What follows belongs to an exercise in optimizing a design on an open flow for small area, a short achievable clock period and few clock cycles per item; a production flow would make more cautious choices.
At most, simulation tests tie the RTL to the original design; equivalence was not proved.
Only the layout flow was run in run 2; the RTL was not checked for function there.

==> design/flow/design.v <==
module cordic #(
    parameter WIDTH = 16,
    parameter ITERATIONS = 16,
    parameter FRAC_BITS = 14
) (
    input wire clk,
    input wire rst,
    input wire start,
    input wire signed [WIDTH-1:0] theta,
    output wire signed [WIDTH-1:0] cos_out,
    output wire signed [WIDTH-1:0] sin_out,
    output reg done
);
    reg signed [15:0] x, y, z;
    reg dir;
    reg [3:0] cnt;           
    wire busy = |cnt;
    assign cos_out = x;
    assign sin_out = y;
    reg [15:0] atab;
    always @(*) begin
        case (cnt)
            4'd2:  atab = 16'h0FAD;
            4'd3:  atab = 16'h07F5;
            4'd4:  atab = 16'h03FE;
            4'd5:  atab = 16'h01FF;
            4'd6:  atab = 16'h00FF;
            4'd7:  atab = 16'h007F;
            4'd8:  atab = 16'h003F;
            4'd9:  atab = 16'h001F;
            4'd10: atab = 16'h000F;
            4'd11: atab = 16'h0007;
            4'd12: atab = 16'h0003;
            4'd13: atab = 16'h0001;
            default: atab = 16'h0000;
        endcase
    end
    wire [15:0] c01 = z[15] ? (dir ? 16'h4FEF : 16'h1497)
                            : (dir ? 16'hEB69 : 16'hB011);
    wire first = (cnt == 4'd1);
    wire [15:0] zadd = first ? c01 : (atab ^ {16{~dir}});
    wire zcin = ~dir & ~first;
    wire [15:0] zn = z + zadd + {15'd0, zcin};
    wire [15:0] t1 = theta + (theta[15] ? 16'h3243 : 16'hCDBD);
    wire signed [15:0] xs = x >>> cnt;
    wire signed [15:0] ys = y >>> cnt;
    wire signed [15:0] xn = x + (ys ^ {16{~dir}}) + {15'd0, ~dir};
    wire signed [15:0] yn = y + (xs ^ {16{dir}}) + {15'd0, dir};
    always @(posedge clk or posedge rst) begin
        if (rst) begin
            cnt <= 4'd0;
            done <= 1'b0;
        end else if (start && !busy) begin
            cnt <= 4'd1;
            done <= 1'b0;
        end else if (busy) begin
            cnt <= cnt + 4'd1;
            if (cnt == 4'd15) done <= 1'b1;
        end
    end
    always @(posedge clk) begin
        if (busy) begin
            z <= zn;
            dir <= zn[15];
        end else begin
            z <= theta;
            dir <= t1[15];
        end
        if (start && !busy) begin
            x <= 16'sh4DBA;
            y <= theta[15] ? -16'sh4DBA : 16'sh4DBA;
        end else if (busy) begin
            x <= xn;
            y <= yn;
        end
    end
endmodule
==> design/flow/flow/run.sh <==
#!/bin/bash
# The standard layout with plain buffers on the ports, and repair_timing
# aiming at a tighter period than the clock's (the SDC stays as it is).
set -euo pipefail
bash standard.sh "BUFFER_PORTS_ARGS=-buffer_cell sky130_fd_sc_hd__buf_1" SETUP_SLACK_MARGIN=5.75 finish > flow_make.log 2>&1
==> design/flow/standard.sh <==
#!/bin/bash
# synth_recipe.tcl (not shown) runs the flow's synth.tcl, then flattens the netlist and writes it again
# the make line also repeats each setting of config.mk as NAME=value (left out here)
make -C /OpenROAD-flow-scripts/flow DESIGN_CONFIG=/design/flow/config.mk WORK_HOME=/design/flow/orfs CLKGATE_MAP_FILE= SYNTH_SCRIPT=/design/flow/synth_recipe.tcl "${@:-finish}"
==> design/flow/config.mk <==
export PLATFORM = sky130hd
export DESIGN_NAME = cordic
export DESIGN_NICKNAME = cordic
export VERILOG_FILES = /design/flow/design.v
export SDC_FILE = /design/flow/constraint.sdc
export NUM_CORES = 4
export LEC_CHECK = 0
export ABC_AREA = 1
export CAP_MARGIN = 20
export CORE_MARGIN = 2
export CORE_UTILIZATION = 55
export SETUP_SLACK_MARGIN = 5.0
export SLEW_MARGIN = 20
==> design/flow/constraint.sdc <==
create_clock -name core_clock -period 9.0 [get_ports {clk}]
set_input_delay 1.8000 -clock core_clock [delete_from_list [all_inputs] [get_ports {clk}]]
set_output_delay 1.8000 -clock core_clock [all_outputs]
set_load 0.01 [all_outputs]
==> run notes, run 1 <==
CP endpoint kind=flip-flop; reg2reg start=cnt[1]; Synth Warn #=1; Worst setup SP type=flip-flop; H-tree Lvls=2; synth top area cells=nand2_1, ha_1, dfxtp_1; nets=roughly 1,100; CP cell instances=buf_12 > clkinv_16 > ha_2 > nand2_1 > a21oi_2 > xor2_1 > nor2_1 > fa_1 > inv_2 > fa_2 > nand3_1 > a31oi_1 > nor2_2 > o21ai_2 > nand2_1 > nand2_1 > nand3_1 > nand2_1 > xor2_1 > o21ai_1; FFs w/ async S/R, synth=0.0926; met3 WL=1.17 mm; most frequent cell on the critical path=nand2_1; Initial DRT Pass Iterations=6; Fmax achieved=301 MHz; final critical-path required period=about 3.3 ns; Avg Inst Size Synth=6.61 um2; post-synth top area share=0.162; worst relative slew slack=0.617; CTS root buf=clkbuf_8; clk_skew=between 0.004 and 0.005 ns; met2 WL post-DR=between 9 and 10 mm; ys flop type=dfxtp_1; initial antenna violation count=0; routed vias/inst=a little under 6; Post-synth EDFFs=16; Synth area leader=nand2_1; CP max-delay cell=dfrtp_2; # setup viols final=0; status=timing/DRC/antenna clean; Die ar.=between 10,000 and 15,000 um2; Clock Tree Buf Depth=2; slew at the pin closest to its max-slew limit=roughly 0.57 ns; Hold Fails Final Rpt=0; synthesized cell area=around 6100 um2; first-pass GRT wire length=approximately 30 mm; Final Max Slew Viols=0; Tot GR Track Use=0.328; largest net degree at the start of global routing=34; initial DRC count=approximately 540; GP Congestion=around 0.94; DR top layer=met4; Initial Util=0.564; vias in the first global route=between 6,000 and 7,000; Die Y=109 um; layout cell share with drive strength beyond 1=0.121; register area=~1300 um2; setup TNS=0 ns; Multi-input gate area=about 4600 um2; GRT Residual Overflow=0; WL per Instance=between 15 and 20 um; fillers=1,015; post-synthesis sequential area ratio=0.207; total number of vias=approximately 6,700; Max-Cap Viols=0; critical path type=flip-flop to flip-flop; fin crit share=0.369; Area growth syn-to-layout=15.9%; Arrival @ worst endpoint=3.55 ns; met1 wire length=about 8 mm; DIE WIDTH=109 um; Mapped Cells=roughly 930; Final ANT Viol Nets=0; # DRC=0; drt total wl=approximately 19 mm; Core Region=10,800 um2; DP HPWL=14.0 mm; post-synth cell types=46; CTS sink cnt=54; syn nets=about 1,000; hold_buf cts=0; Hold Path Origin=done; biggest cell delay along the critical path=roughly 0.44 ns; num ports=between 50 and 60; Inserted Clock Buffers=5; Final Cell Area=between 7000 and 8000 um2; FP Rows=38; placed cell area=between 6000 and 7000 um2; Worst Path Required=between 9 and 10 ns; CP Launch Point=cnt[1]; insertion delay to the later sink of the worst-skew pair=roughly 0.34 ns; crit path max fanout=25; PortBufs=just over 50; ANT cells=0; Worst-path clk slew=~0.1 ns; RSZ-0062 raised after global routing=true; Synth Register Bits=54; Hold Path Class=flip-flop to flip-flop; TritonCTS clock tree=done
[critical path, delay by kind of cell, from the launching register on]
family	cells	cell delay (ns)
flops	1	0.44
xor+xnor	2	0.30
simple gates	8	0.68
buf+inv	3	0.35
fa+ha+maj	3	0.79
compound gates	4	0.65
[synthesized netlist by cell type, types with 12 or more instances]
library cell    n
ha_1           69
nor2_1         46
nand2_1       264
inv_1          82
a21oi_1        74
xor2_1         50
dfxtp_1        33
clkbuf_1       12
edfxtp_1       16
o21ai_0        81
nand3_1        69
[placed cells by master (no fill, tap or decap), types with 4 or more instances in the layout]
cell type     n
o21ai_2      11
ha_1         65
dfxtp_1      33
edfxtp_1     16
o31ai_1       4
xnor2_1       8
a21oi_1      65
buf_4        29
a21oi_2       8
nor3_1        6
clkinvlp_4    8
inv_1        74
nand2_1     258
a31oi_1       8
o21ai_0      53
nand2_2       8
nand4_1       4
nand3_1      68
nor2_2        6
nor2_1       41
xor2_1       50
buf_12        4
o21ai_1      21
inv_2         5
clkbuf_8      5
a21o_1        6
o22ai_1       6
o211ai_1      5
buf_1        50
[cell families after synthesis]
| group | count (synthesis) | share of synthesized area |
|---|---|---|
| buf+inv | 118 | 0.0804 |
| mux | 4 | 0.00655 |
| xor+xnor | 58 | 0.0831 |
| simple gates | 410 | 0.278 |
| fa+ha+maj | 73 | 0.154 |
| compound gates | 208 | 0.190 |
| flops | 54 | 0.207 |
[through the flow]
step	hold WS (ns)	std cells	worst slack [ns]	utilization
floorplan	0.511	925	5.76	-
global placement	0.489	1091	4.89	0.587
detailed placement	0.500	1091	4.72	0.587
CTS	0.524	1120	5.60	0.623
global route	0.550	1131	5.47	0.654
finish	0.516	1131	5.68	0.654
[state kept, by name, summed over array words and instances (netlist names)]
name,flops
y,16
dir,1
z,16
done,1
x,16
cnt,4
[final cells by class]
type                       instances  share of cell area
multi-input combinational        753               0.647
inverter                          87              0.0535
timing repair inverter             3             0.00300
clock inverter                     1             0.00106
clock buffer                       7              0.0138
timing repair buffer              86              0.0773
tap                              140              0.0247
sequential                        54               0.180
[metal layers]
layer | GRT usage | vias to the layer above
li1 | - | 3257
met4 | 0.165 | 0
met1 | 0.409 | 3105
met5 | 0 | -
met2 | 0.562 | 251
met3 | 0.0308 | 57
[final timing paths]
kind	endpoint	slack, ns	cells past startpoint
worst max-delay path	z[12]	5.68	20
max in group asynchronous	cnt[2]	7.43	2
worst min-delay path	done	0.52	2
worst min register to register	done	0.52	2
min in group asynchronous	cnt[0]	1.34	2
worst max register to register	z[12]	5.68	20
[what timing repair did]
item | 4_1_cts | 5_1_grt
setup endpoints to repair | 62 | 33
resized for setup | 44 | 75
pin swaps | 6 | 12
buffers inserted | 17 | 10
gates cloned | 4 | 1
Testbench counts, summed over its fixed seeds: cycles 51,200, items 3,200.
==> inputs of run 2 (changes only) <==
--- a/design/flow/design.v
+++ b/design/flow/design.v
@@ -13,7 +13,8 @@
 );
     reg signed [15:0] x, y, z;
-    reg dir;
+    reg dir;                 
+    reg zpos;                
     reg [3:0] cnt;           
-    wire busy = |cnt;
+    reg busy;                
     assign cos_out = x;
     assign sin_out = y;
@@ -36,9 +37,9 @@
         endcase
     end
-    wire [15:0] c01 = z[15] ? (dir ? 16'h4FEF : 16'h1497)
-                            : (dir ? 16'hEB69 : 16'hB011);
+    wire [15:0] c01 = z[15] ? (zpos ? 16'h1497 : 16'h4FEF)
+                            : (zpos ? 16'hB011 : 16'hEB69);
     wire first = (cnt == 4'd1);
-    wire [15:0] zadd = first ? c01 : (atab ^ {16{~dir}});
-    wire zcin = ~dir & ~first;
+    wire [15:0] zadd = first ? c01 : (atab ^ {16{zpos}});
+    wire zcin = zpos & ~first;
     wire [15:0] zn = z + zadd + {15'd0, zcin};
     wire [15:0] t1 = theta + (theta[15] ? 16'h3243 : 16'hCDBD);
@@ -50,11 +51,16 @@
         if (rst) begin
             cnt <= 4'd0;
+            busy <= 1'b0;
             done <= 1'b0;
         end else if (start && !busy) begin
             cnt <= 4'd1;
+            busy <= 1'b1;
             done <= 1'b0;
         end else if (busy) begin
             cnt <= cnt + 4'd1;
-            if (cnt == 4'd15) done <= 1'b1;
+            if (cnt == 4'd15) begin
+                busy <= 1'b0;
+                done <= 1'b1;
+            end
         end
     end
@@ -63,7 +69,9 @@
             z <= zn;
             dir <= zn[15];
+            zpos <= ~zn[15];
         end else begin
             z <= theta;
             dir <= t1[15];
+            zpos <= ~t1[15];
         end
         if (start && !busy) begin
==> design/flow/flow/run.sh (replaced) <==
#!/bin/bash
# The standard layout with plain buffers on the ports, and repair_timing
# aiming at a tighter period than the clock's (the SDC stays as it is).
set -euo pipefail
bash standard.sh "BUFFER_PORTS_ARGS=-buffer_cell sky130_fd_sc_hd__buf_1" SETUP_SLACK_MARGIN=5.5 finish > flow_make.log 2>&1
--- a/design/flow/config.mk
+++ b/design/flow/config.mk
@@ -9,5 +9,5 @@
 export CAP_MARGIN = 20
 export CORE_MARGIN = 2
-export CORE_UTILIZATION = 55
+export CORE_UTILIZATION = 65
 export SETUP_SLACK_MARGIN = 5.0
 export SLEW_MARGIN = 20
==> run 2 against run 1 <==
  * Hold slack worse by 0.015 ns
  * Wire length is 0.70% higher
  * Maximum frequency is 3.7% lower
  * Area after synthesis is 2.0% higher
  * Core utilization is 11 points higher
  * Sequential share of layout area is 0.59 points higher
  * Largest cell class unchanged
==> run notes, run 2 <==
most frequent cells in the layout=nand2_1, inv_1, nand3_1 (unchanged); Hold Slack=0.502 ns (was 0.516 ns); initial DRC count=519 (was 542); RSZ-0062 raised after global routing=true (unchanged); insertion delay to the later sink of the worst-skew pair=0.33 ns (was 0.34 ns); CP endpoint kind=flip-flop (unchanged); register area=1320 um2 (was 1270 um2); Min-Delay Endpoint=done (unchanged); GRT Residual Overflow=0 (unchanged); Clock Tree Buf Depth=2 (unchanged); syn nets=1,040 (was 1,017); synthesized cell area=6240 um2 (was 6110 um2); clk_skew=0.00893 ns (was 0.00418 ns); WL per Instance=17.0 um (was 17.1 um); drt total wl=19.5 mm (was 19.4 mm); Post-synth EDFFs=16 (unchanged); biggest cell delay along the critical path=0.60 ns (was 0.44 ns); Core Region=9280 um2 (was 10,800 um2); ANT cells=0 (unchanged); layout cell share with drive strength beyond 1=0.105 (was 0.121); GP Congestion=1.08 (was 0.936); CP cell instances=clkinvlp_4 > buf_4 > nor2_1 > inv_1 > o22ai_1 > a21oi_1 > xor2_1 > ha_1 > a21o_1 > a31oi_1 > o21ai_0 > a31oi_1 > nand3_1 > nand3_1 > nand2_1 (was buf_12 > clkinv_16 > ha_2 > nand2_1 > a21oi_2 > xor2_1 > nor2_1 > fa_1 > inv_2 > fa_2 > nand3_1 > a31oi_1 > nor2_2 > o21ai_2 > nand2_1 > nand2_1 > nand3_1 > nand2_1 > xor2_1 > o21ai_1); Avg Inst Size Synth=6.58 um2 (was 6.61 um2); Hold Fails Final Rpt=0 (unchanged); Final Cell Area=7130 um2 (was 7090 um2); Synth Register Bits=56 (was 54); reg-to-reg endpoint=y[13] (was z[12]); post-synth cell types=49 (was 46); top flop regs=x: 16 flops, y: 16 flops, z: 16 flops (unchanged); critical path type=flip-flop to flip-flop (unchanged); routed vias/inst=6.09 (was 5.90); Fmax achieved=290 MHz (was 301 MHz); first-pass GRT wire length=30.0 mm (was 30.5 mm); PortBufs=51 (unchanged); DIE WIDTH=102 um (was 109 um); largest net degree at the start of global routing=36 (was 34); placed cell area=6470 um2 (was 6360 um2); Multi-input gate area=4560 um2 (was 4590 um2); Max-Cap Viols=0 (unchanged); WHS Path Cells=1 (was 2); final critical-path required period=3.45 ns (was 3.32 ns); post-synth top area share=0.168 (was 0.162); commonest non-fill, non-tap cell in the layout=nand2_1 (unchanged); FP Rows=35 (was 38); dpl ws=4.69 ns (was 4.72 ns); CTS sink cnt=56 (was 54); DP HPWL=14.1 mm (was 14.0 mm); Worst setup SP type=flip-flop (unchanged); synth top area cells=nand2_1, ha_1, dfxtp_1 (unchanged); H-tree Lvls=2 (unchanged); Area growth syn-to-layout=14.3% (was 15.9%); CP max-delay cell=dfrtp_4 (was dfrtp_2); most frequent cells after synthesis=nand2_1, o21ai_0, inv_1, a21oi_1, nand3_1 (was nand2_1, inv_1, o21ai_0, a21oi_1); reg2reg start=cnt[2] (was cnt[1]); # setup viols final=0 (unchanged); worst relative slew slack=0.613 (was 0.617); Die ar.=10,400 um2 (was 12,000 um2); Final ANT Viol Nets=0 (unchanged); status=timing/DRC/antenna clean (unchanged); Worst Path Required=9.08 ns (was 9.23 ns); CTS root buf=clkbuf_8 (unchanged); num ports=52 (unchanged); post-synthesis sequential area ratio=0.210 (was 0.207); Hold Path Class=flip-flop to flip-flop (unchanged); worst setup margin=5.55 ns (was 5.68 ns); Inserted Clock Buffers=5 (unchanged); slew at the pin closest to its max-slew limit=0.579 ns (was 0.574 ns); FFs w/ async S/R, synth=0.107 (was 0.0926); initial antenna violation count=0 (unchanged); Mapped Cells=948 (was 925); Initial Util=0.672 (was 0.564); ys flop type=dfxtp_1 (unchanged); Die Y=102 um (was 109 um); Synth Warn #=1 (unchanged); fin crit share=0.383 (was 0.369); crit path max fanout=12 (was 25); hold_buf cts=0 (unchanged); Final Max Slew Viols=0 (unchanged); vias in the first global route=6,273 (was 6,168); Synth area leader=nand2_1 (unchanged); Reg2Reg Depth=15 (was 20); Arrival @ worst endpoint=3.53 ns (was 3.55 ns); cell with the most instances after synthesis=nand2_1 (unchanged); Worst-path clk slew=0.11 ns (was 0.10 ns); fillers=762 (was 1,015); Hold Path Origin=done (unchanged); post-layout util=0.768 (was 0.654); total number of vias=6,979 (was 6,670); TritonCTS clock tree=done (unchanged); Tot GR Track Use=0.361 (was 0.328); R2R setup slack=5.55 ns (was 5.68 ns); # DRC=0 (unchanged); setup TNS=0 ns (unchanged); Initial DRT Pass Iterations=6 (unchanged); nets=1,108 (was 1,082)
## run 2: cell count changes after synthesis, sizes merged, moves of 4 or more
cell / delta
nand2: +18
o21ai: +8
inv: -7
nand3: +6
nor2: +6
or2: +4
## run 2: cell families after synthesis
group,Yosys count,share of synthesized area
adder cells (fa/ha/maj),73,0.151
XOR/XNOR,52,0.0730
AND/OR/NAND/NOR,440,0.297
multiplexers,3,0.00481
flip-flops,56,0.210
AO/OA/AOI/OAI,211,0.188
buffers and inverters,113,0.0758
## run 2: worst max-delay path: cells and delay by family (launching register included)
kind	cells	cell delay, ns
AOI/OAI and AO/OA	6	1.15
DFF	1	0.60
buffers and inverters	3	0.50
and+or+nand+nor	4	0.45
adders and majority gates	1	0.35
xor gates and xnor gates	1	0.17
## run 2: final cells by class
type                       instances  area share
multi-input combinational        779       0.639
clock inverter                     3     0.00649
timing repair buffer              91      0.0869
timing repair inverter             2     0.00263
tap                              129      0.0226
inverter                          81      0.0470
clock buffer                       5     0.00965
sequential                        56       0.185
## run 2: worst max path at each step
| stage | from | to | slack, ns | cells after the start |
|---|---|---|---|---|
| 4_1_cts | cnt[0] | y[12] | 5.50 | 19 |
| 3_5_place_dp | cnt[1] | y[12] | 4.69 | 17 |
| 3_3_place_gp | cnt[2] | y[12] | 4.78 | 15 |
| 6_report | cnt[2] | y[13] | 5.55 | 15 |
| 5_1_grt | cnt[0] | y[12] | 5.38 | 18 |
| 2_1_floorplan | cnt[1] | z[12] | 5.52 | 22 |
## run 2: timing repair
action                     CTS  global route
gates resized for setup     21            52
pin swaps                    1            10
buffers inserted             6            24
setup endpoints to repair   37            12
gates cloned                 1             4
## run 2: metrics by stage
stage	cells
floorplan	948
global placement	1102
detailed placement	1102
CTS	1117
global route	1146
finish	1146
## run 2: per-layer routing
layer / share of wire / track usage / up-vias
met4: 0.039 / 0.130 / 0
met1: 0.41 / 0.470 / 3200
met5: 0 / 0 / -
met2: 0.47 / 0.612 / 374
li1: - / - / 3332
met3: 0.079 / 0.0527 / 73
==> inputs of run 3 (changes only) <==
--- a/design/flow/design.v
+++ b/design/flow/design.v
@@ -16,4 +16,6 @@
     reg zpos;                
     reg [3:0] cnt;           
+    reg [3:0] cx;            
+    reg [3:0] cyn;           
     reg busy;                
     assign cos_out = x;
@@ -44,6 +46,6 @@
     wire [15:0] zn = z + zadd + {15'd0, zcin};
     wire [15:0] t1 = theta + (theta[15] ? 16'h3243 : 16'hCDBD);
-    wire signed [15:0] xs = x >>> cnt;
-    wire signed [15:0] ys = y >>> cnt;
+    wire signed [15:0] xs = x >>> cx;
+    wire signed [15:0] ys = y >>> ~cyn;
     wire signed [15:0] xn = x + (ys ^ {16{~dir}}) + {15'd0, ~dir};
     wire signed [15:0] yn = y + (xs ^ {16{dir}}) + {15'd0, dir};
@@ -70,5 +72,9 @@
             dir <= zn[15];
             zpos <= ~zn[15];
+            cx <= cx + 4'd1;
+            cyn <= cyn - 4'd1;
         end else begin
+            cx <= 4'd1;
+            cyn <= ~4'd1;
             z <= theta;
             dir <= t1[15];
==> run 3 against run 2 <==
  * Global-route usage shrank 2.6 points
  * Final area grew 0.14%
  * Via count shrank 1.8%
  * Core utilization shrank 4.4 points
  * Cell count grew 1.3%
  * Die area grew 6.6%
  * Register-to-register slack gained 0.19 ns
  * Sequential cell count grew 8
  * Synthesized cell count grew 3.9%
==> run notes, run 3 <==
PortBufs=51 (unchanged); most frequent cells after synthesis=nand2_1, o21ai_0, nand3_1, inv_1, a21oi_1 (was nand2_1, o21ai_0, inv_1, a21oi_1, nand3_1); insertion delay to the later sink of the worst-skew pair=0.37 ns (was 0.33 ns); drt total wl=18.5 mm (was 19.5 mm); FFs w/ async S/R, synth=0.0938 (was 0.107); CTS sink cnt=64 (was 56); Synth area leader=nand2_1 (unchanged); GP Congestion=1.03 (was 1.08); WHS Path Cells=1 (unchanged); CP endpoint kind=flip-flop (unchanged); Area growth syn-to-layout=7.07% (was 14.3%); ys flop type=dfxtp_1 (unchanged); # setup viols final=0 (unchanged); Worst Path Required=9.09 ns (was 9.08 ns); Hold Fails Final Rpt=0 (unchanged); DIE WIDTH=105 um (was 102 um); worst relative slew slack=0.478 (was 0.613); setup TNS=0 ns (unchanged); initial antenna violation count=0 (unchanged); post-synth top area share=0.136 (was 0.168); Die ar.=11,100 um2 (was 10,400 um2); Final ANT Viol Nets=0 (unchanged); hold_buf cts=0 (unchanged); Tot GR Track Use=0.335 (was 0.361); GRT Residual Overflow=0 (unchanged); synth top area cells=nand2_1, ha_1, dfxtp_1 (unchanged); nets=1,117 (was 1,108); Worst-path clk slew=0.08 ns (was 0.11 ns); Reg2Reg Depth=15 (unchanged); RSZ-0062 raised after global routing=true (unchanged); Arrival @ worst endpoint=3.36 ns (was 3.53 ns); ANT cells=0 (unchanged); Initial Util=0.676 (was 0.672); Max-Cap Viols=0 (unchanged); first-pass GRT wire length=30.0 mm (about the same); Final Max Slew Viols=0 (unchanged); num ports=52 (unchanged); fin crit share=0.363 (was 0.383); synthesized cell area=6670 um2 (was 6240 um2); Initial DRT Pass Iterations=6 (unchanged); total number of vias=6,856 (was 6,979); layout cell share with drive strength beyond 1=0.0817 (was 0.105); commonest non-fill, non-tap cell in the layout=nand2_1 (unchanged); critical path type=flip-flop to flip-flop (unchanged); final critical-path required period=3.26 ns (was 3.45 ns); Clock Tree Buf Depth=2 (unchanged); slew at the pin closest to its max-slew limit=0.780 ns (was 0.579 ns); Inserted Clock Buffers=9 (was 5); TritonCTS clock tree=done (unchanged); Worst setup SP type=flip-flop (unchanged); # DRC=0 (unchanged); cell with the most instances after synthesis=nand2_1 (unchanged); WL per Instance=16.0 um (was 17.0 um); post-synthesis sequential area ratio=0.221 (was 0.210); H-tree Lvls=3 (was 2); Synth Register Bits=64 (was 56); vias in the first global route=6,405 (was 6,273); crit path max fanout=17 (was 12); CTS root buf=clkbuf_8 (unchanged); Core Region=9860 um2 (was 9280 um2); Fmax achieved=306 MHz (was 290 MHz); Die Y=105 um (was 102 um); DP HPWL=14.4 mm (was 14.1 mm); most frequent cells in the layout=nand2_1, o21ai_0, nand3_1 (was nand2_1, inv_1, nand3_1); Synth Warn #=1 (unchanged); Hold Path Class=flip-flop to flip-flop (unchanged); clk_skew=0.0121 ns (was 0.00893 ns); largest net degree at the start of global routing=34 (was 36); status=timing/DRC/antenna clean (unchanged); Post-synth EDFFs=16 (unchanged); Hold Slack=0.493 ns (was 0.502 ns); FP Rows=36 (was 35); routed vias/inst=5.91 (was 6.09); syn nets=1,079 (was 1,040); top flop regs=x: 16 flops, y: 16 flops, z: 16 flops (unchanged); Avg Inst Size Synth=6.77 um2 (was 6.58 um2); post-synth cell types=49 (unchanged); Mapped Cells=985 (was 948); initial DRC count=638 (was 519)
==> run 3: changes by cell type after synthesis, moves of 8 or more <==
cell	previous run	this run
dfxtp_1	34	42
inv_1	77	88
nand2_1	280	242
nand2_2	6	14
nand3_1	71	91
o21ai_0	84	99
==> run 3: layout make-up <==
type,instances,area (um2)
Clock buffer,10,149
Sequential cell,64,1490
Multi-Input combinational cell,793,4660
Fill cell,849,2720
Inverter,95,365
Timing Repair Buffer,60,268
Clock inverter,6,40.0
Tap cell,133,166
==> run 3: stage by stage <==
step	util	cell area [um2]	instances	setup WS [ns]
3_5_place_dp	0.695	6850	1138	5.08
4_1_cts	0.715	7050	1154	5.45
2_1_floorplan	-	6670	985	5.90
3_3_place_gp	0.695	6850	1138	5.12
6_report	0.724	7140	1161	5.74
5_1_grt	0.724	7140	1161	5.47
==> run 3: worst max-delay path, stage by stage, from the launching register on <==
cell      delay [ns]
dfxtp_1         0.62
inv_2           0.24
nand3_1         0.14
nand3_1         0.16
nand2_2         0.14
nand2_2         0.06
and2_1          0.16
fa_1            0.41
nand3_1         0.09
nand2_1         0.09
a21oi_2         0.21
o21ai_1         0.14
a21boi_1        0.22
o21ai_1         0.10
xor2_1          0.14
o21ai_1         0.08
==> run 3: what timing repair did <==
item / 4_1_cts / 5_1_grt
hold endpoints to repair: 0 / 0
buffers inserted: 0 / 6
gates resized for setup: 8 / 20
pin swaps: 0 / 1
endpoints found under the setup margin: 10 / 14
==> run 3: final timing paths <==
check	to	start	slack, ns
max	y[12]	cx[2]	5.74
max reg2reg	y[12]	cx[2]	5.74
min reg2reg	done	done	0.49
min	done	done	0.49
max in group asynchronous	cnt[2]	rst	7.51
min in group asynchronous	busy	rst	1.31
==> run 3: logic make-up after synthesis <==
logic type | Yosys count | share of synthesized area
XOR/XNOR | 54 | 0.0709
multiplexers | 3 | 0.00450
AND/OR/NAND/NOR | 436 | 0.292
flip-flops | 64 | 0.221
adder cells (fa/ha/maj) | 75 | 0.145
buffers and inverters | 128 | 0.0827
AO/OA/AOI/OAI | 225 | 0.183
==> run 3: metal layers <==
layer | wire length, um | GRT usage | vias up
li1 | - | - | 3408
met1 | 7640 | 0.425 | 3105
met2 | 8940 | 0.572 | 281
met3 | 1280 | 0.0371 | 62
met4 | 668 | 0.150 | 0
met5 | 0 | 0 | -
Testbench counts of run 3, summed over its fixed seeds: cycles 51,200, items 3,200.
==> inputs of run 4 (changes only) <==
==> design/flow/flow/run.sh (replaced) <==
#!/bin/bash
# The standard layout with plain buffers on the ports, and repair_timing
# aiming at a tighter period than the clock's (the SDC stays as it is).
set -euo pipefail
bash standard.sh "BUFFER_PORTS_ARGS=-buffer_cell sky130_fd_sc_hd__buf_1" SETUP_SLACK_MARGIN=5.75 finish > flow_make.log 2>&1
--- a/design/flow/config.mk
+++ b/design/flow/config.mk
@@ -9,5 +9,5 @@
 export CAP_MARGIN = 20
 export CORE_MARGIN = 2
-export CORE_UTILIZATION = 65
+export CORE_UTILIZATION = 55
 export SETUP_SLACK_MARGIN = 5.0
 export SLEW_MARGIN = 20
==> run 4 against run 3 <==
  * Via count down 2.0%
  * Sequential share of layout area down 1.0 points
  * Core utilization down 9.0 points
  * Hold slack better by 0.020 ns
  * Highest routed layer unchanged
==> run notes, run 4 <==
status=timing/DRC/antenna clean (unchanged); syn nets=1,079 (unchanged); Avg Inst Size Synth=6.77 um2 (unchanged); Synth area leader=nand2_1 (unchanged); Finished Layout Cells=1,191 (was 1,161); R2R setup slack=5.89 ns (was 5.74 ns); Post-Place Cells=1,152 (was 1,138); first-pass GRT wire length=30.4 mm (was 30.0 mm); Arrival @ worst endpoint=3.20 ns (was 3.36 ns); CTS root buf=clkbuf_16 (was clkbuf_8); Reg2Reg Depth=16 (was 15); most frequent cells after synthesis=nand2_1, o21ai_0, nand3_1, inv_1, a21oi_1 (unchanged); Final ANT Viol Nets=0 (unchanged); # DRC=0 (unchanged); # setup viols final=0 (unchanged); register area=1500 um2 (was 1490 um2); commonest non-fill, non-tap cell in the layout=nand2_1 (unchanged); setup TNS=0 ns (unchanged); Synth Register Bits=64 (unchanged); Worst setup SP type=flip-flop (unchanged); reg-to-reg endpoint=y[12] (unchanged); post-synth cell types=49 (unchanged); post-layout util=0.634 (was 0.724); WHS Path Cells=1 (unchanged); Core Region=11,900 um2 (was 9860 um2); ys flop type=dfxtp_1 (unchanged); GP Congestion=0.915 (was 1.03); vias in the first global route=6,066 (was 6,405); DIE WIDTH=114 um (was 105 um); CP Launch Point=cx[0] (was cx[2]); Worst-path clk slew=0.06 ns (was 0.08 ns); fin crit share=0.345 (was 0.363); GR Util met3=0.0360 (was 0.0371); WL per Instance=16.0 um (about the same); routed vias/inst=5.64 (was 5.91); Mapped Cells=985 (unchanged); post-synth top area share=0.136 (unchanged); cell with the most instances after synthesis=nand2_1 (unchanged); top flop regs=x: 16 flops, y: 16 flops, z: 16 flops (unchanged); largest net degree at the start of global routing=35 (was 34); Clock Tree Buf Depth=2 (unchanged); Synth Warn #=1 (unchanged); Hold Path Origin=done (unchanged); total number of vias=6,720 (was 6,856); slew at the pin closest to its max-slew limit=0.680 ns (was 0.780 ns); Hold Fails Final Rpt=0 (unchanged); fillers=1,150 (was 849); Min-Delay Endpoint=done (unchanged); RSZ-0062 raised after global routing=true (unchanged); Area growth syn-to-layout=13.2% (was 7.07%); num ports=52 (unchanged); Max-Cap Viols=0 (unchanged); most frequent cells in the layout=nand2_1, o21ai_0, nand3_1 (unchanged); post-synthesis sequential area ratio=0.221 (unchanged); FFs w/ async S/R, synth=0.0938 (unchanged); CP max-delay cell=dfxtp_4 (was dfxtp_1); Inserted Clock Buffers=9 (unchanged); initial antenna violation count=0 (unchanged); TritonCTS clock tree=done (unchanged); insertion delay to the later sink of the worst-skew pair=0.35 ns (was 0.37 ns); drt total wl=19.1 mm (was 18.5 mm); reg2reg start=cx[0] (was cx[2]); final critical-path required period=3.11 ns (was 3.26 ns); Hold Slack=0.513 ns (was 0.493 ns); Initial DRT Pass Iterations=5 (was 6); synthesized cell area=6670 um2 (unchanged); PortBufs=51 (unchanged); Fmax achieved=322 MHz (was 306 MHz); Post-synth EDFFs=16 (unchanged); worst relative slew slack=0.546 (was 0.478); synth top area cells=nand2_1, ha_1, dfxtp_1 (unchanged); ANT cells=0 (unchanged); met2 Track Usage GR=0.470 (was 0.572); nets=1,133 (was 1,117); critical path type=flip-flop to flip-flop (unchanged); Tot GR Track Use=0.297 (was 0.335); cell family with most CP delay=compound AO/OA/AOI/OAI gates (was simple AND/OR/NAND/NOR gates); Die Y=114 um (was 105 um); CP endpoint kind=flip-flop (unchanged); GR Util met1=0.406 (was 0.425); CTS sink cnt=64 (unchanged); Multi-input gate area=4760 um2 (was 4660 um2); Die ar.=13,000 um2 (was 11,100 um2); GRT busiest layer=met2 (unchanged); CP cell instances=buf_4 > nand2_1 > nand2_1 > o21ai_0 > o211ai_1 > o21ai_0 > xor2_1 > ha_1 > a21oi_1 > nand2_1 > a21oi_2 > o21ai_1 > a21boi_2 > o21ai_1 > xor2_1 > o21ai_1 (was inv_2 > nand3_1 > nand3_1 > nand2_2 > nand2_2 > and2_1 > fa_1 > nand3_1 > nand2_1 > a21oi_2 > o21ai_1 > a21boi_1 > o21ai_1 > xor2_1 > o21ai_1); biggest cell delay along the critical path=0.42 ns (was 0.62 ns); clk_skew=0.0140 ns (was 0.0121 ns); Worst Path Required=9.09 ns (about the same); layout cell share with drive strength beyond 1=0.123 (was 0.0817); Final Max Slew Viols=0 (unchanged); initial DRC count=489 (was 638); FP Rows=40 (was 36); Hold Path Class=flip-flop to flip-flop (unchanged); Initial Util=0.560 (was 0.676); H-tree Lvls=3 (unchanged); DP HPWL=14.1 mm (was 14.4 mm); hold_buf cts=0 (unchanged); crit path buf inv count=1 (unchanged); crit path max fanout=12 (was 17); GRT Residual Overflow=0 (unchanged)
[run 4: cell counts after synthesis]
Identical to the previous run, type by type.
[run 4: logic make-up (layout without fill, tap and decap cells)]
logic type / Yosys count / after routing / share of synthesized area
DFF: 64 / 64 / 0.221
and+or+nand+nor: 436 / 436 / 0.292
muxes: 3 / 3 / 0.00450
adders and majority gates: 75 / 75 / 0.145
xor gates and xnor gates: 54 / 54 / 0.0709
AOI/OAI and AO/OA: 225 / 225 / 0.183
buffers and inverters: 128 / 187 / 0.0827
[run 4: worst max path at each step]
stage / end / slack (ns) / depth (start not counted)
floorplan: zpos / 5.90 / 10
global placement: zpos / 5.15 / 11
detailed placement: zpos / 5.13 / 11
CTS: y[12] / 5.77 / 17
global route: x[12] / 5.69 / 17
finish: y[12] / 5.89 / 16
[run 4: stage by stage]
stage          worst slack, ns  area, um2
6_report                  5.89       7550
5_1_grt                   5.69       7550
4_1_cts                   5.77       7260
3_5_place_dp              5.13       6870
3_3_place_gp              5.15       6870
2_1_floorplan             5.90       6670
[run 4: area by class of cell]
type                    count  area share
clock buffers              14      0.0365
clock inverters             2     0.00795
inverters                  95      0.0515
multi-input cells         793       0.631
flip-flops and latches     64       0.198
well taps                 147      0.0244
repair buffers             75      0.0494
repair inverters            1    0.000994
[run 4: repair_timing]
action,4_1_cts,5_1_grt
setup endpoints to repair,42,21
setup buffers,2,20
gates cloned,1,0
gates resized for setup,23,53
pin swaps,2,11
[run 4: routing by layer]
layer | vias to the layer above | routed length (um)
met3 | 42 | 1010
met1 | 3035 | 8790
met4 | 0 | 709
met2 | 215 | 8550
li1 | 3428 | -
met5 | - | 0
==> inputs of run 5 (changes only) <==
--- a/design/flow/design.v
+++ b/design/flow/design.v
@@ -13,4 +13,5 @@
 );
     reg signed [15:0] x, y, z;
+    reg n1;                  
     reg dir;                 
     reg zpos;                
@@ -18,4 +19,5 @@
     reg [3:0] cx;            
     reg [3:0] cyn;           
+    reg sec;                 
     reg busy;                
     assign cos_out = x;
@@ -24,5 +26,4 @@
     always @(*) begin
         case (cnt)
-            4'd2:  atab = 16'h0FAD;
             4'd3:  atab = 16'h07F5;
             4'd4:  atab = 16'h03FE;
@@ -39,11 +40,33 @@
         endcase
     end
-    wire [15:0] c01 = z[15] ? (zpos ? 16'h1497 : 16'h4FEF)
-                            : (zpos ? 16'hB011 : 16'hEB69);
-    wire first = (cnt == 4'd1);
-    wire [15:0] zadd = first ? c01 : (atab ^ {16{zpos}});
-    wire zcin = zpos & ~first;
+    reg [15:0] c012;
+    always @(*) begin
+        case ({z[15], n1, zpos})
+            3'b001: c012 = 16'hA064;
+            3'b000: c012 = 16'hBFBE;
+            3'b011: c012 = 16'hDBBC;
+            3'b010: c012 = 16'hFB16;
+            3'b101: c012 = 16'h04EA;
+            3'b100: c012 = 16'h2444;
+            3'b111: c012 = 16'h4042;
+            default: c012 = 16'h5F9C;
+        endcase
+    end
+    wire [15:0] zadd = sec ? c012 : (atab ^ {16{zpos}});
+    wire zcin = zpos & ~sec;
     wire [15:0] zn = z + zadd + {15'd0, zcin};
-    wire [15:0] t1 = theta + (theta[15] ? 16'h3243 : 16'hCDBD);
+    wire s0 = theta[15];
+    wire signed [15:0] th = theta;
+    wire lt_p0  = th < 16'sd12867;
+    wire lt_pm  = th < 16'sd5271;
+    wire lt_pp  = th < 16'sd20463;
+    wire lt_n0  = th < -16'sd12867;
+    wire lt_nm  = th < -16'sd5271;
+    wire lt_nn  = th < -16'sd20463;
+    wire s1 = s0 ? lt_n0 : lt_p0;
+    wire s2 = s0 ? (lt_n0 ? lt_nn : lt_nm) : (lt_p0 ? lt_pm : lt_pp);
+    wire [15:0] x2 = (s0 ^ s1) ? 16'h7497 : 16'h26DD;
+    wire [15:0] y2 = s0 ? (s1 ? 16'h8B69 : 16'hD923)
+                        : (s1 ? 16'h26DD : 16'h7497);
     wire signed [15:0] xs = x >>> cx;
     wire signed [15:0] ys = y >>> ~cyn;
@@ -56,5 +79,5 @@
             done <= 1'b0;
         end else if (start && !busy) begin
-            cnt <= 4'd1;
+            cnt <= 4'd2;
             busy <= 1'b1;
             done <= 1'b0;
@@ -74,14 +97,17 @@
             cx <= cx + 4'd1;
             cyn <= cyn - 4'd1;
+            sec <= 1'b0;
         end else begin
-            cx <= 4'd1;
-            cyn <= ~4'd1;
             z <= theta;
-            dir <= t1[15];
-            zpos <= ~t1[15];
+            cx <= 4'd2;
+            cyn <= ~4'd2;
+            sec <= start;
+            n1 <= s1;
+            dir <= s2;
+            zpos <= ~s2;
         end
         if (start && !busy) begin
-            x <= 16'sh4DBA;
-            y <= theta[15] ? -16'sh4DBA : 16'sh4DBA;
+            x <= x2;
+            y <= y2;
         end else if (busy) begin
             x <= xn;
==> run 5 against run 4 <==
  * Core utilization up 2.2 points
  * Die area up 0.89%
  * Synthesized cell count up 1.6%
  * Critical path depth up 3
==> run notes, run 5 <==
post-synth cell types=53 (was 49); most frequent cells in the layout=nand2_1, nand3_1, inv_1 (was nand2_1, o21ai_0, nand3_1); Finished Layout Cells=1,222 (was 1,191); ys flop type=edfxtp_1 (was dfxtp_1); Worst Path Required=9.08 ns (was 9.09 ns); Inserted Clock Buffers=9 (unchanged); # DRC=0 (unchanged); FP Rows=40 (unchanged); worst relative slew slack=0.493 (was 0.546); Worst setup SP type=flip-flop (unchanged); syn nets=1,074 (was 1,079); layout cell share with drive strength beyond 1=0.156 (was 0.123); most frequent cell on the critical path=nand2_1; nets=1,143 (was 1,133); Final Max Slew Viols=0 (unchanged); PortBufs=51 (unchanged); crit path max fanout=4 (was 12); cell with the most instances after synthesis=nand2_1 (unchanged); CTS root buf=clkbuf_16 (unchanged); TritonCTS clock tree=done (unchanged); slew at the pin closest to its max-slew limit=0.757 ns (was 0.680 ns); Synth Warn #=1 (unchanged); CTS sink cnt=66 (was 64); routed vias/inst=5.69 (was 5.64); initial DRC count=613 (was 489); # setup viols final=0 (unchanged); first-pass GRT wire length=31.3 mm (was 30.4 mm); Max-Cap Viols=0 (unchanged); Hold Slack=0.482 ns (was 0.513 ns); top flop regs=x: 16 flops, y: 16 flops, z: 16 flops (unchanged); drt total wl=19.9 mm (was 19.1 mm); setup TNS=0 ns (unchanged); H-tree Lvls=3 (unchanged); CP endpoint kind=flip-flop (unchanged); Post-synth EDFFs=33 (was 16); total number of vias=6,952 (was 6,720); insertion delay to the later sink of the worst-skew pair=0.35 ns (about the same); Hold Fails Final Rpt=0 (unchanged); Tot GR Track Use=0.305 (was 0.297); Core Region=12,000 um2 (was 11,900 um2); fin crit share=0.351 (was 0.345); WL per Instance=16.3 um (was 16.0 um); Post-Place Cells=1,167 (was 1,152); Fmax achieved=316 MHz (was 322 MHz); initial antenna violation count=0 (unchanged); post-synth top area share=0.147 (was 0.136); Synth Area in Compound Gates=0.191 (was 0.183); GRT Residual Overflow=0 (unchanged); largest net degree at the start of global routing=33 (was 35); synth top area cells=edfxtp_1, nand2_1, ha_1 (was nand2_1, ha_1, dfxtp_1); ANT cells=0 (unchanged); DIE WIDTH=115 um (was 114 um); critical path type=flip-flop to flip-flop (unchanged); CP max-delay cell=edfxtp_1 (was dfxtp_4); main combinational cell family by area after synthesis=simple AND/OR/NAND/NOR gates (unchanged); Initial DRT Pass Iterations=5 (unchanged); Hold Path Class=flip-flop to flip-flop (unchanged); Arrival @ worst endpoint=3.25 ns (was 3.20 ns); num ports=52 (unchanged); FFs w/ async S/R, synth=0.0909 (was 0.0938); Initial Util=0.563 (was 0.560); mux share of post-synthesis cell area=0.00595 (was 0.00450); Synth Area in XOR/XNOR=0.0625 (was 0.0709); Worst-path clk slew=0.06 ns (about the same); Die Y=115 um (was 114 um); post-synthesis sequential area ratio=0.250 (was 0.221); most frequent cells after synthesis=nand2_1, o21ai_0, inv_1, nand3_1 (was nand2_1, o21ai_0, nand3_1, inv_1, a21oi_1); status=timing/DRC/antenna clean (unchanged); Synth Area in Adders=0.105 (was 0.145); RSZ-0062 raised after global routing=true (unchanged); GP Congestion=0.921 (was 0.915); Synth area leader=edfxtp_1 (was nand2_1); clk_skew=0.00845 ns (was 0.0140 ns); Die ar.=13,100 um2 (was 13,000 um2); Synth Register Bits=66 (was 64); Mapped Cells=1,001 (was 985); Avg Inst Size Synth=6.72 um2 (was 6.77 um2); synthesized cell area=6730 um2 (was 6670 um2); biggest cell delay along the critical path=0.46 ns (was 0.42 ns); vias in the first global route=6,142 (was 6,066); commonest non-fill, non-tap cell in the layout=nand2_1 (unchanged); CP cell instances=buf_4 > nand2_4 > nand3_1 > nand2_1 > nand2_1 > o21ai_1 > o21ai_0 > xor2_1 > ha_1 > nand3_1 > nand2_1 > inv_1 > nor2_1 > nor2_2 > o21ai_2 > a21oi_2 > o21ai_1 > xor2_1 > a21oi_1 (was buf_4 > nand2_1 > nand2_1 > o21ai_0 > o211ai_1 > o21ai_0 > xor2_1 > ha_1 > a21oi_1 > nand2_1 > a21oi_2 > o21ai_1 > a21boi_2 > o21ai_1 > xor2_1 > o21ai_1); final critical-path required period=3.16 ns (was 3.11 ns); Simple-Gate Fraction of Synth Area=0.302 (was 0.292); Final ANT Viol Nets=0 (unchanged); hold_buf cts=0 (unchanged); DP HPWL=14.3 mm (was 14.1 mm); Area growth syn-to-layout=16.6% (was 13.2%); Clock Tree Buf Depth=2 (unchanged)
[run 5: logic make-up after synthesis]
logic type                 Yosys count
buffers and inverters              134
and+or+nand+nor                    469
muxes                                4
adders and majority gates           54
DFF                                 66
AOI/OAI and AO/OA                  226
xor gates and xnor gates            48
[run 5: per-stage QoR]
step	setup WS (ns)	area (um2)	util
3_5_place_dp	5.18	6940	0.580
5_1_grt	5.59	7850	0.656
4_1_cts	5.72	7430	0.621
3_3_place_gp	5.23	6940	0.580
2_1_floorplan	5.88	6730	-
6_report	5.84	7850	0.656
[run 5: worst paths after layout]
check | cells past startpoint | to | slack, ns | start
worst min register to register | 1 | done | 0.48 | done
min in group asynchronous | 2 | cnt[1] | 1.32 | rst
worst max-delay path | 19 | x[12] | 5.84 | y[11]
max in group asynchronous | 2 | cnt[3] | 7.47 | rst
worst min-delay path | 1 | done | 0.48 | done
worst max register to register | 19 | x[12] | 5.84 | y[11]
[run 5: cell type report]
class                   count  area, um2
inverters                 100        410
repair inverters            2       12.5
multi-input cells         801       4760
repair buffers             90        489
flip-flops and latches     66       1710
clock buffers              14        265
fillers                  1118       4120
clock inverters             2       11.3
well taps                 147        184
[run 5: repair_timing]
item | 4_1_cts | 5_1_grt
resized for setup | 37 | 99
buffers inserted | 17 | 20
cloned | 2 | 0
endpoints found under the setup margin | 28 | 29
pin swaps | 1 | 29
[run 5: per-layer routing]
metal	share of wire	wire length (um)	GRT usage
met1	0.49	9770	0.459
met5	0	0	0
met4	0.024	481	0.107
met3	0.067	1340	0.0524
met2	0.42	8330	0.435
[run 5: critical path: cells and delay by family (launching register included)]
family | cells | cell delay [ns]
fa+ha+maj | 1 | 0.36
simple gates | 8 | 0.57
flops | 1 | 0.46
compound gates | 6 | 0.77
xor+xnor | 2 | 0.49
buf+inv | 2 | 0.24
Testbench counts of run 5, summed over its fixed seeds: cycles 48,000, items 3,200.
==> inputs of run 6 (changes only) <==
==> design/flow/flow/run.sh (replaced) <==
#!/bin/bash
# The standard layout with plain buffers on the ports, and repair_timing
# aiming at a tighter period than the clock's (the SDC stays as it is).
set -euo pipefail
bash standard.sh "BUFFER_PORTS_ARGS=-buffer_cell sky130_fd_sc_hd__buf_1" SETUP_SLACK_MARGIN=5.5 finish > flow_make.log 2>&1
--- a/design/flow/config.mk
+++ b/design/flow/config.mk
@@ -9,5 +9,5 @@
 export CAP_MARGIN = 20
 export CORE_MARGIN = 2
-export CORE_UTILIZATION = 55
+export CORE_UTILIZATION = 65
 export SETUP_SLACK_MARGIN = 5.0
 export SLEW_MARGIN = 20
==> run 6 against run 5 <==
  * Still clean on timing, DRC and antenna
  * Sequential share of layout area rose by 1.4 points
  * Cell count fell by 2.6%
  * Via count fell by 0.68%
  * Maximum frequency fell by 5.8%
  * Critical path type unchanged
  * Critical endpoint is now z[12]
  * Largest cell class unchanged
  * Highest routed layer unchanged
==> run notes, run 6 <==
status=timing/DRC/antenna clean (unchanged); met2 Track Usage GR=0.557 (was 0.435); syn nets=1,074 (unchanged); cell with the most instances after synthesis=nand2_1 (unchanged); Die ar.=11,200 um2 (was 13,100 um2); initial antenna violation count=0 (unchanged); TritonCTS clock tree=done (unchanged); GRT busiest layer=met2 (was met1); post-synth top area share=0.147 (unchanged); Tot GR Track Use=0.335 (was 0.305); Max-Cap Viols=0 (unchanged); CP endpoint kind=flip-flop (unchanged); # DRC=0 (unchanged); GR Util met3=0.0519 (was 0.0524); Synth Warn #=1 (unchanged); placed cell area=6930 um2 (was 6940 um2); num ports=52 (unchanged); slew at the pin closest to its max-slew limit=0.690 ns (was 0.757 ns); drt total wl=18.7 mm (was 19.9 mm); critical path type=flip-flop to flip-flop (unchanged); Mapped Cells=1,001 (unchanged); H-tree Lvls=3 (unchanged); WL per Instance=15.7 um (was 16.3 um); post-synth cell types=53 (unchanged); CTS root buf=clkbuf_8 (was clkbuf_16); PortBufs=51 (unchanged); synthesized cell area=6730 um2 (unchanged); FFs w/ async S/R, synth=0.0909 (unchanged); setup TNS=0 ns (unchanged); most frequent cells after synthesis=nand2_1, o21ai_0, inv_1, nand3_1 (unchanged); vias in the first global route=6,197 (was 6,142); final critical-path required period=3.36 ns (was 3.16 ns); top flop regs=x: 16 flops, y: 16 flops, z: 16 flops (unchanged); insertion delay to the later sink of the worst-skew pair=0.36 ns (was 0.35 ns); Final Cell Area=7340 um2 (was 7850 um2); Synth Register Bits=66 (unchanged); GP Congestion=0.999 (was 0.921); ANT cells=0 (unchanged); clk_skew=0.0102 ns (was 0.00845 ns); DP HPWL=14.1 mm (was 14.3 mm); fin crit share=0.373 (was 0.351); Final Max Slew Viols=0 (unchanged); routed vias/inst=5.80 (was 5.69); synth top area cells=edfxtp_1, nand2_1, ha_1 (unchanged); layout cell share with drive strength beyond 1=0.0901 (was 0.156); Worst Path Required=9.24 ns (was 9.08 ns); Synth area leader=edfxtp_1 (unchanged); Arrival @ worst endpoint=3.59 ns (was 3.25 ns); Fmax achieved=298 MHz (was 316 MHz); post-layout util=0.721 (was 0.656); Inserted Clock Buffers=9 (unchanged); GR Util met1=0.436 (was 0.459); CTS sink cnt=66 (unchanged); initial DRC count=642 (was 613); nets=1,122 (was 1,143); ys flop type=edfxtp_1 (unchanged); largest net degree at the start of global routing=34 (was 33); hold_buf cts=0 (unchanged); Hold Slack=0.474 ns (was 0.482 ns); Avg Inst Size Synth=6.72 um2 (unchanged); Core Region=10,200 um2 (was 12,000 um2); worst relative slew slack=0.540 (was 0.493); post-synthesis sequential area ratio=0.250 (unchanged); DIE WIDTH=106 um (was 115 um); commonest non-fill, non-tap cell in the layout=nand2_1 (unchanged); most frequent cells in the layout=nand2_1, nand3_1, inv_1 (unchanged); Initial Util=0.661 (was 0.563); Hold Path Class=flip-flop to flip-flop (unchanged); Die Y=106 um (was 115 um); Area growth syn-to-layout=9.05% (was 16.6%); Clock Tree Buf Depth=2 (unchanged); GRT Residual Overflow=0 (unchanged); Worst setup SP type=flip-flop (unchanged); # setup viols final=0 (unchanged); crit path max fanout=6 (was 4); Initial DRT Pass Iterations=5 (unchanged); RSZ-0062 raised after global routing=true (unchanged); FP Rows=37 (was 40); Post-synth EDFFs=33 (unchanged); total number of vias=6,905 (was 6,952); Hold Fails Final Rpt=0 (unchanged); Final ANT Viol Nets=0 (unchanged); first-pass GRT wire length=29.8 mm (was 31.3 mm); Worst-path clk slew=0.08 ns (was 0.06 ns)
==> run 6: cell type report <==
type / count / area [um2]
clock inverter: 6 / 33.8
tap: 136 / 170
timing repair inverter: 2 / 12.5
fill: 922 / 2850
timing repair buffer: 69 / 352
multi-input combinational: 801 / 4550
inverter: 100 / 397
sequential: 66 / 1700
clock buffer: 10 / 128
==> run 6: metal layers <==
layer	share of wire	wire length, um
met5	0	0
met1	0.43	8090
met3	0.068	1270
met4	0.033	616
met2	0.47	8710
==> run 6: worst paths after layout <==
path                       startpoint    end  slack (ns)  cells after the start
max                            cnt[0]  z[12]        5.64                     19
min                              done   done        0.47                      1
max reg2reg                    cnt[0]  z[12]        5.64                     19
min reg2reg                      done   done        0.47                      1
max in group asynchronous         rst   busy        7.48                      2
min in group asynchronous         rst   done        1.31                      2
==> run 6: through the flow <==
step	cells	setup slack, ns
finish	1190	5.64
global route	1190	5.38
CTS	1176	5.46
detailed placement	1157	5.14
global placement	1157	5.13
floorplan	1001	5.88
==> run 6: kinds of logic after synthesis <==
family | share of synthesized area
compound gates | 0.191
buf+inv | 0.0840
xor+xnor | 0.0625
fa+ha+maj | 0.105
flops | 0.250
mux | 0.00595
simple gates | 0.302
==> run 6: critical path, cell delays in order (launching register included) <==
cell	delay, ns
dfrtp_2	0.44
ha_1	0.22
inv_1	0.12
a21oi_2	0.09
a22oi_1	0.24
o21ai_0	0.12
a21o_1	0.20
fa_1	0.40
inv_1	0.09
fa_1	0.19
nand2_1	0.07
nand2_1	0.06
nand2_1	0.07
nand2_1	0.10
a21oi_2	0.09
o21ai_2	0.17
a21boi_1	0.12
o21ai_0	0.21
xor2_1	0.16
o21ai_0	0.08
==> run 6: repair_timing <==
item	in CTS	in global routing
resized for setup	14	34
gates cloned	0	2
setup endpoints to repair	9	24
buffers inserted	3	12
==> inputs of run 7 (changes only) <==
--- a/design/flow/design.v
+++ b/design/flow/design.v
@@ -69,6 +69,8 @@
     wire [15:0] y2 = s0 ? (s1 ? 16'h8B69 : 16'hD923)
                         : (s1 ? 16'h26DD : 16'h7497);
-    wire signed [15:0] xs = x >>> cx;
-    wire signed [15:0] ys = y >>> ~cyn;
+    wire signed [15:0] xg = x & {16{busy}};
+    wire signed [15:0] yg = y & {16{busy}};
+    wire signed [15:0] xs = xg >>> cx;
+    wire signed [15:0] ys = yg >>> ~cyn;
     wire signed [15:0] xn = x + (ys ^ {16{~dir}}) + {15'd0, ~dir};
     wire signed [15:0] yn = y + (xs ^ {16{dir}}) + {15'd0, dir};
@@ -110,5 +112,5 @@
             x <= x2;
             y <= y2;
-        end else if (busy) begin
+        end else begin
             x <= xn;
             y <= yn;
==> run 7 against run 6 <==
  * Cell count decreased by 0.25%
  * Wire length about the same
  * Largest cell class unchanged
  * Maximum frequency increased by 0.43%
  * Synthesized cell count increased by 1.0%
  * Highest routed layer unchanged
  * Area after synthesis decreased by 1.7%
  * Sequential cell count unchanged
==> run notes, run 7 <==
setup TNS=0 ns (unchanged); final critical-path required period=3.34 ns (was 3.36 ns); H-tree Lvls=3 (unchanged); worst setup margin=5.66 ns (was 5.64 ns); largest net degree at the start of global routing=31 (was 34); post-synth cell types=54 (was 53); status=timing/DRC/antenna clean (unchanged); commonest non-fill, non-tap cell in the layout=nand2_1 (unchanged); DIE WIDTH=105 um (was 106 um); synthesized cell area=6620 um2 (was 6730 um2); Worst setup SP type=flip-flop (unchanged); # DRC=0 (unchanged); drt total wl=18.7 mm (about the same); routed vias/inst=5.89 (was 5.80); layout cell share with drive strength beyond 1=0.102 (was 0.0901); initial DRC count=526 (was 642); most frequent cells in the layout=nand2_1, nand3_1, inv_1 (unchanged); clk_skew=0.0131 ns (was 0.0102 ns); initial antenna violation count=0 (unchanged); worst relative slew slack=0.520 (was 0.540); ANT cells=0 (unchanged); top flop regs=x: 16 flops, y: 16 flops, z: 16 flops (unchanged); vias in the first global route=6,218 (was 6,197); Max-Cap Viols=0 (unchanged); Min-Delay Endpoint=done (unchanged); hold_buf cts=0 (unchanged); TritonCTS clock tree=done (unchanged); insertion delay to the later sink of the worst-skew pair=0.37 ns (was 0.36 ns); FFs w/ async S/R, synth=0.0909 (unchanged); Hold Fails Final Rpt=0 (unchanged); Synth Warn #=1 (unchanged); DP HPWL=13.6 mm (was 14.1 mm); most frequent cells after synthesis=nand2_1, nand3_1, inv_1, a21oi_1, o21ai_0 (was nand2_1, o21ai_0, inv_1, nand3_1); Synth Register Bits=66 (unchanged); dpl ws=4.92 ns (was 5.14 ns); Hold Path Class=flip-flop to flip-flop (unchanged); Avg Inst Size Synth=6.55 um2 (was 6.72 um2); WL per Instance=15.7 um (about the same); Final ANT Viol Nets=0 (unchanged); PortBufs=51 (unchanged); Tot GR Track Use=0.339 (was 0.335); Die Y=105 um (was 106 um); slew at the pin closest to its max-slew limit=0.717 ns (was 0.690 ns); Worst Path Required=9.25 ns (was 9.24 ns); CTS root buf=clkbuf_8 (unchanged); nets=1,122 (unchanged); R2R setup slack=5.66 ns (was 5.64 ns); crit path max fanout=29 (was 6); placed cell area=6760 um2 (was 6930 um2); Final Cell Area=7210 um2 (was 7340 um2); Arrival @ worst endpoint=3.60 ns (was 3.59 ns); Reg2Reg Depth=18 (was 19); biggest cell delay along the critical path=0.53 ns (was 0.44 ns); ys flop type=dfxtp_1 (was edfxtp_1); CTS sink cnt=66 (unchanged); Worst-path clk slew=0.08 ns (about the same); first-pass GRT wire length=30.2 mm (was 29.8 mm); Die ar.=11,000 um2 (was 11,200 um2); Fmax achieved=299 MHz (was 298 MHz); Mapped Cells=1,011 (was 1,001); GRT Residual Overflow=0 (unchanged); Initial DRT Pass Iterations=5 (unchanged); post-synthesis sequential area ratio=0.206 (was 0.250); Synth area leader=dfxtp_1 (was edfxtp_1); CP cell instances=buf_12 > buf_16 > nand3_1 > nand3_1 > a21oi_1 > o21ai_0 > o21ai_1 > xor2_1 > ha_1 > nand3b_1 > nand2_1 > inv_1 > o21a_1 > o21ai_2 > a21boi_2 > o21ai_2 > xnor2_1 > o21ai_1 (was ha_1 > inv_1 > a21oi_2 > a22oi_1 > o21ai_0 > a21o_1 > fa_1 > inv_1 > fa_1 > nand2_1 > nand2_1 > nand2_1 > nand2_1 > a21oi_2 > o21ai_2 > a21boi_1 > o21ai_0 > xor2_1 > o21ai_0); Initial Util=0.674 (was 0.661); num ports=52 (unchanged); reg-to-reg endpoint=x[12] (was z[12]); Hold Slack=0.501 ns (was 0.474 ns); FP Rows=36 (was 37); synth top area cells=dfxtp_1, nand2_1, ha_1 (was edfxtp_1, nand2_1, ha_1); fin crit share=0.371 (was 0.373); Final Max Slew Viols=0 (unchanged); # setup viols final=0 (unchanged); Area growth syn-to-layout=8.90% (was 9.05%); Core Region=9820 um2 (was 10,200 um2); total number of vias=6,989 (was 6,905); critical path type=flip-flop to flip-flop (unchanged); CP endpoint kind=flip-flop (unchanged); GP Congestion=0.972 (was 0.999); syn nets=1,084 (was 1,074); Clock Tree Buf Depth=2 (unchanged); post-synth top area share=0.178 (was 0.147); WHS Path Cells=1 (unchanged); CP max-delay cell=dfrtp_4 (was dfrtp_2); Post-synth EDFFs=1 (was 33); reg2reg start=busy (was cnt[0]); Inserted Clock Buffers=9 (unchanged); cell with the most instances after synthesis=nand2_1 (unchanged); RSZ-0062 raised after global routing=true (unchanged); Hold Path Origin=done (unchanged)
[run 7: cell count changes in the layout (fill, tap and decap cells not counted), moves of 5 or more]
cell	delta
a21oi_1	+10
nand3_1	+20
o21ai_1	+24
inv_1	-12
o211ai_1	-5
edfxtp_1	-32
a31oi_1	+7
o21ai_0	-14
nand2_1	-42
dfxtp_1	+34
nand3_2	+9
[run 7: per-layer routing]
layer / wire (um) / up-vias / part of all wire / global-route usage
met1: 8800 / 3171 / 0.47 / 0.491
met3: 1420 / 40 / 0.076 / 0.0649
li1: - / 3529 / - / -
met2: 7980 / 249 / 0.43 / 0.508
met5: 0 / - / 0 / 0
met4: 477 / 0 / 0.026 / 0.101
[run 7: cell type report]
| cell class | count | area (um2) |
|---|---|---|
| multi-input combinational | 812 | 4750 |
| fill | 877 | 2610 |
| sequential | 66 | 1370 |
| timing repair buffer | 68 | 372 |
| inverter | 91 | 354 |
| clock buffer | 14 | 173 |
| tap | 133 | 166 |
| clock inverter | 2 | 10.0 |
| timing repair inverter | 1 | 7.51 |
[run 7: worst max-delay path by stage]
stage,depth (start not counted),to,startpoint
2_1_floorplan,21,x[12],busy
3_3_place_gp,18,y[12],busy
3_5_place_dp,18,y[12],busy
4_1_cts,16,y[15],busy
5_1_grt,17,y[15],busy
6_report,18,x[12],busy
[run 7: through the flow]
step | utilization | cells
final | 0.734 | 1187
after global placement | 0.688 | 1156
after global routing | 0.734 | 1187
after CTS | 0.717 | 1178
after floorplan | - | 1011
after detailed placement | 0.688 | 1156
[run 7: cells by family after synthesis]
group / Yosys count / synth area share
adders and majority gates: 54 / 0.107
buffers and inverters: 133 / 0.0890
DFF: 66 / 0.206
and+or+nand+nor: 461 / 0.324
AOI/OAI and AO/OA: 245 / 0.206
xor gates and xnor gates: 52 / 0.0688
[run 7: timing repair]
item / in CTS / in global routing
setup buffers: 4 / 9
endpoints found under the setup margin: 23 / 14
pin swaps: 0 / 12
resized for setup: 11 / 36
cloned: 2 / 0
[run 7: critical path, delay by kind of cell, from the launching register on]
family                     cells  cell delay, ns
xor gates and xnor gates       2            0.45
buffers and inverters          3            0.39
AOI/OAI and AO/OA              8            1.12
adders and majority gates      1            0.34
and+or+nand+nor                4            0.41
DFF                            1            0.53
Testbench counts of run 7, summed over its fixed seeds: cycles 48,000, items 3,200.

## what the ideal ports hide
In the flow no input, the clock included, has a driving cell. The finished layouts below were timed again as built, in two steps. Step 1 assumes that a clkbuf_16 drives the clock port and a buf_2 every other input. Step 2 also shifts input and output timing later by t, the mid clock arrival at the registers, as if the neighbouring blocks saw the same clock. a / b / c = ideal / step 1 / step 2; a / b = the first two.
run | shift t [ns] | setup WS [ns] | latest minus earliest clock arrival (ns)
run 1 | 0.374 | 5.678 / 5.678 / 5.376 | 0.004 / 0.004
run 2 | 0.359 | 5.551 / 5.551 / 5.345 | 0.009 / 0.009
run 3 | 0.395 | 5.736 / 5.736 / 5.364 | 0.012 / 0.012
run 4 | 0.383 | 5.892 / 5.892 / 5.538 | 0.014 / 0.014
run 5 | 0.387 | 5.838 / 5.838 / 5.547 | 0.009 / 0.009
run 6 | 0.395 | 5.644 / 5.644 / 5.320 | 0.010 / 0.010
run 7 | 0.401 | 5.658 / 5.658 / 5.449 | 0.013 / 0.013
After both steps every run listed still meets setup and hold. For run 3, which loses most, drivers alone change the setup slack by 0.000 ns; drivers and shift together by -0.372 ns.
